What follows belongs to an exercise in optimizing a design on an open flow for small area; a production flow would make more cautious choices.
At most, simulation tests tie the RTL to the original design; equivalence was not proved.
Power is estimated from default activity; no workload was simulated.

## red
==> flow/design.v <==
module UART(clk, reset, load, out_port, eight, pen, ohel,
            baud, tx, rx, r_status, r_data, uart_int, uart_ds);
   input        clk, reset, load, eight, pen, ohel, rx, r_status, r_data;
   input  [3:0] baud;
   input  [7:0] out_port;
   output       tx, uart_int;
   output [7:0] uart_ds;
   reg [18:0] k;
   always @(*)
      case (baud)
         4'd0:    k = 19'd333333;
         4'd1:    k = 19'd83333;
         4'd2:    k = 19'd41667;
         4'd3:    k = 19'd20833;
         4'd4:    k = 19'd10417;
         4'd5:    k = 19'd5208;
         4'd6:    k = 19'd2604;
         4'd7:    k = 19'd1736;
         4'd8:    k = 19'd868;
         4'd9:    k = 19'd434;
         4'd10:   k = 19'd217;
         default: k = 19'd109;
      endcase
   reg        loaddi, tdoit, txrdy;
   reg [11:0] tsr;             
   reg [18:0] tcnt;
   reg  [3:0] tbc;
   wire tbtu  = &(tcnt | ~k);
   wire tdone = (tbc == 4'd11);
   wire tsh   = loaddi | tbtu;
   wire p7    = ^out_port[6:0];
   wire p8    = p7 ^ out_port[7];
   wire b9    = eight ? out_port[7] : (pen ? p7 ^ ohel : 1'b1);
   wire b10   = (eight & pen) ? p8 ^ ohel : 1'b1;
   always @(posedge clk, posedge reset)
      if (reset) begin
         loaddi <= 1'b0;
         tdoit  <= 1'b0;
         txrdy  <= 1'b1;
         tsr    <= 12'hfff;
      end else begin
         loaddi <= load;
         if (loaddi)     tdoit <= 1'b1;
         else if (tdone) tdoit <= 1'b0;
         if (tdone)      txrdy <= 1'b1;
         else if (load)  txrdy <= 1'b0;
         if (tsh)        tsr[0] <= tsr[1];
         if (load)       tsr[11:1] <= {b10, b9, out_port[6:0], 2'b01};
         else if (tsh)   tsr[11:1] <= {1'b1, tsr[11:2]};
      end
   always @(posedge clk)
      if (!tdoit) begin
         tcnt <= 19'd0;
         tbc  <= 4'd0;
      end else if (tbtu) begin
         tcnt <= 19'd0;
         tbc  <= tbc + 4'd1;
      end else
         tcnt <= tcnt + 19'd1;
   assign tx = tsr[0];
   reg        rstart, rdoit;
   reg [18:0] rcnt;
   reg  [3:0] rbc;
   reg  [9:0] rsr;
   reg        rxrdy, perr, ferr, ovf;
   wire        rbtu = rdoit & (&(rcnt | ~{k[18:1], k[0] & ~rstart}));
   wire  [3:0] nbits = (eight & pen) ? 4'd11 : (eight | pen) ? 4'd10 : 4'd9;
   wire        rdone = (rbc == nbits);
   always @(posedge clk, posedge reset)
      if (reset) begin
         rstart <= 1'b0;
         rdoit  <= 1'b0;
      end else if (!rdoit) begin
         rstart <= ~rx;
         rdoit  <= ~rx;
      end else if (rstart) begin
         rstart <= ~rx & ~rbtu;
         rdoit  <= ~rx;
      end else if (rdone)
         rdoit  <= 1'b0;
   always @(posedge clk)
      if (!rdoit) begin
         rcnt <= 19'd0;
         rbc  <= 4'd0;
      end else if (rbtu) begin
         rcnt <= 19'd0;
         rbc  <= rbc + 4'd1;
      end else
         rcnt <= rcnt + {rstart, ~rstart};
   always @(posedge clk, posedge reset)
      if (reset)
         rsr <= 10'h3ff;
      else if (rbtu & ~rstart)
         rsr <= {rx, rsr[9:1]};
   wire [7:0] rdata = eight ? (pen ? rsr[7:0] : rsr[8:1])
                            : (pen ? {1'b0, rsr[7:1]} : {1'b0, rsr[8:2]});
   wire       perr_s = pen & rdone & (rsr[8] ^ ohel ^ (^rdata));
   wire       ferr_s = rdone & ~(rsr[9] & ~(eight & ~pen));
   always @(posedge clk, posedge reset)
      if (reset) begin
         rxrdy <= 1'b0;
         perr  <= 1'b0;
         ferr  <= 1'b0;
         ovf   <= 1'b0;
      end else begin
         if (rdone)              rxrdy <= 1'b1;
         else if (r_data)        rxrdy <= 1'b0;
         if (perr_s)             perr  <= 1'b1;
         else if (r_data)        perr  <= 1'b0;
         if (ferr_s)             ferr  <= 1'b1;
         else if (r_data)        ferr  <= 1'b0;
         if (rdone & rxrdy)      ovf   <= 1'b1;
         else if (r_data)        ovf   <= 1'b0;
      end
   reg ed_t, ed_r;
   always @(posedge clk, posedge reset)
      if (reset) begin
         ed_t <= 1'b0;
         ed_r <= 1'b0;
      end else begin
         ed_t <= txrdy;
         ed_r <= rxrdy;
      end
   assign uart_int = (txrdy & ~ed_t) | (rxrdy & ~ed_r);
   assign uart_ds  = r_status ? {3'b0, ovf, ferr, perr, txrdy, rxrdy} : rdata;
endmodule
clock: 10.0 ns
lec_check: 0
cap_margin: 20
core_margin: 2
core_utilization: 40
place_density: 0.6
slew_margin: 20
run.sh (not shown) runs the stock make flow with config.mk's settings and CLKGATE_MAP_FILE= SYNTH_SCRIPT=/design/flow/synth_recipe.tcl, a recipe that flattens the netlist after the stock synthesis.
The flow did not stop early for red: all stages ran, and the layout cleared the timing, design-rule and antenna checks.
What blue does differently from red at the input level:
==> flow/design.v <==
module UART(clk, reset, load, out_port, eight, pen, ohel,
            baud, tx, rx, r_status, r_data, uart_int, uart_ds);
   input        clk, reset, load, eight, pen, ohel, rx, r_status, r_data;
   input  [3:0] baud;
   input  [7:0] out_port;
   output       tx, uart_int;
   output [7:0] uart_ds;
   reg [18:0] k;
   always @(*)
      case (baud)
         4'd0:    k = 19'd333333;
         4'd1:    k = 19'd83333;
         4'd2:    k = 19'd41667;
         4'd3:    k = 19'd20833;
         4'd4:    k = 19'd10417;
         4'd5:    k = 19'd5208;
         4'd6:    k = 19'd2604;
         4'd7:    k = 19'd1736;
         4'd8:    k = 19'd868;
         4'd9:    k = 19'd434;
         4'd10:   k = 19'd217;
         default: k = 19'd109;
      endcase
   reg        loaddi, tdoit, txbusy;    
   wire       txrdy = ~txbusy;
   reg [10:0] tsr;             
   reg [18:0] tcnt;
   reg  [3:0] tbc;
   wire tbtu  = &(tcnt | ~k);
   wire tdone = (tbc == 4'd11);
   wire p7    = ^out_port[6:0];
   wire p8    = p7 ^ out_port[7];
   wire b9    = eight ? out_port[7] : (pen ? p7 ^ ohel : 1'b1);
   wire b10   = (eight & pen) ? p8 ^ ohel : 1'b1;
   always @(posedge clk, posedge reset)
      if (reset) begin
         loaddi <= 1'b0;
         tdoit  <= 1'b0;
         txbusy <= 1'b0;
         tsr[0] <= 1'b1;
      end else begin
         loaddi <= load;
         if (loaddi)     tdoit <= 1'b1;
         else if (tdone) tdoit <= 1'b0;
         if (tdone)      txbusy <= 1'b0;
         else if (load)  txbusy <= 1'b1;
         if (loaddi)     tsr[0] <= 1'b1;
         else if (tbtu)  tsr[0] <= tsr[1];
      end
   always @(posedge clk)
      if (load)                  tsr[10:1] <= {b10, b9, out_port[6:0], 1'b0};
      else if (tbtu & ~loaddi)   tsr[10:1] <= {1'b1, tsr[10:2]};
   always @(posedge clk)
      if (!tdoit) begin
         tcnt <= 19'd0;
         tbc  <= 4'd0;
      end else if (tbtu) begin
         tcnt <= 19'd0;
         tbc  <= tbc + 4'd1;
      end else
         tcnt <= tcnt + 19'd1;
   assign tx = tsr[0];
   reg        rstart, rdoit;
   reg [18:0] rcnt;
   reg  [3:0] rbc;
   reg  [9:0] rsr;
   reg        rxrdy, perr, ferr, ovf;
   wire        rbtu = rdoit & (&(rcnt | ~{k[18:1], k[0] & ~rstart}));
   wire  [3:0] nbits = (eight & pen) ? 4'd11 : (eight | pen) ? 4'd10 : 4'd9;
   wire        rdone = (rbc == nbits);
   always @(posedge clk, posedge reset)
      if (reset) begin
         rstart <= 1'b0;
         rdoit  <= 1'b0;
      end else if (!rdoit) begin
         rstart <= ~rx;
         rdoit  <= ~rx;
      end else if (rstart) begin
         rstart <= ~rx & ~rbtu;
         rdoit  <= ~rx;
      end else if (rdone)
         rdoit  <= 1'b0;
   always @(posedge clk)
      if (!rdoit) begin
         rcnt <= 19'd0;
         rbc  <= 4'd0;
      end else if (rbtu) begin
         rcnt <= 19'd0;
         rbc  <= rbc + 4'd1;
      end else
         rcnt <= rcnt + {rstart, ~rstart};
   wire       e9 = eight & pen;
   wire       e8 = eight ^ pen;
   wire       rsh = rbtu & ~rstart;
   reg  [9:0] rsr_n;
   always @(posedge clk, posedge reset)
      if (reset)
         rsr_n <= 10'h000;
      else if (rsh) begin
         rsr_n[9]   <= ~rx;
         rsr_n[8]   <= e9 ? rsr_n[9] : ~rx;
         rsr_n[7]   <= (e9 | e8) ? rsr_n[8] : ~rx;
         rsr_n[6:0] <= rsr_n[7:1];
      end
   always @(*) rsr = ~rsr_n;
   wire [7:0] rdata  = {eight & rsr[7], rsr[6:0]};
   wire       stopb  = e9 ? rsr[9] : (pen | ~eight) ? ((e8) ? rsr[8] : rsr[7]) : 1'b0;
   reg        rpar;
   always @(posedge clk, posedge reset)
      if (reset)
         rpar <= 1'b0;
      else if (rsh)
         rpar <= rpar ^ (e9 ? rsr_n[9] : rsr_n[8]) ^ rsr_n[0];
   wire       perr_s = pen & rdone & (ohel ^ rpar ^ e9);
   wire       ferr_s = rdone & ~stopb;
   always @(posedge clk, posedge reset)
      if (reset) begin
         rxrdy <= 1'b0;
         perr  <= 1'b0;
         ferr  <= 1'b0;
         ovf   <= 1'b0;
      end else begin
         if (rdone)              rxrdy <= 1'b1;
         else if (r_data)        rxrdy <= 1'b0;
         if (perr_s)             perr  <= 1'b1;
         else if (r_data)        perr  <= 1'b0;
         if (ferr_s)             ferr  <= 1'b1;
         else if (r_data)        ferr  <= 1'b0;
         if (rdone & rxrdy)      ovf   <= 1'b1;
         else if (r_data)        ovf   <= 1'b0;
      end
   reg ed_t, ed_r;
   always @(posedge clk, posedge reset)
      if (reset) begin
         ed_t <= 1'b0;
         ed_r <= 1'b0;
      end else begin
         ed_t <= txrdy;
         ed_r <= rxrdy;
      end
   assign uart_int = (txrdy & ~ed_t) | (rxrdy & ~ed_r);
   assign uart_ds  = r_status ? {3'b0, ovf, ferr, perr, txrdy, rxrdy} : rdata;
endmodule
Findings:
Between red and blue, the flow reports number of standard-cell rows in the floorplan decreasing by a few percent.
The run with more setup slack is blue; red has less.
Relative to red, worst reg-to-reg setup slack has decreased by 0.06 ns in blue.
Final cycle utilization of the critical path in blue is 7.1 points below red.
When the final numbers for red and blue were put side by side, the worst hold margin turned out to be greater in blue.
blue finished every stage and its layout cleared the timing, design-rule and antenna checks.
Delta(clock network area share, blue - red) > 0
As far as depth of the most critical reg-to-reg path goes, blue and red are indistinguishable; the numbers are identical.
The beginning of the critical path comes out r_status in one run and pen in the other, namely in blue and red respectively.
Sort red and blue by logic depth of the worst setup path including buffers asc -> top: blue
blue against red: maximum clock frequency +13%, combinational power flat, total placed cells including tap cells moved down, maximum cell stage delay along the critical path decreased by 0.05 ns relative to the old numbers.
No functional check of the RTL was part of red.

## re-timing with driven ports
In the flow no input, the clock included, has a driving cell. The finished layouts below were timed again as built, in two steps. Step 1 sets driving cells, clkbuf_16 on the clock port and buf_2 on the other inputs (assumed; they add their load-dependent delay and slew). Step 2 times the ports against the registers' clock, not the clock port: input delays grow and output delays shrink by t, the midpoint of the rising clock arrivals with the driver on. Three values: no drivers, after step 1, after step 2; two values: the first two.
run | t, ns | setup slack, ns | slew at the worst register clock pin (ns) | worst slew at a driven data input, ns | cell pins on the clock port's net
red | 0.384 | 3.771 / 3.735 / 3.735 | 0.09 / 0.09 | 0.04 | 1
blue | 0.383 | 4.478 / 4.455 / 4.316 | 0.09 / 0.09 | 0.04 | 1
After both steps every run listed still meets setup and hold. The setup slack of blue, which loses most, moves by -0.023 ns with the drivers and by -0.162 ns with both steps.
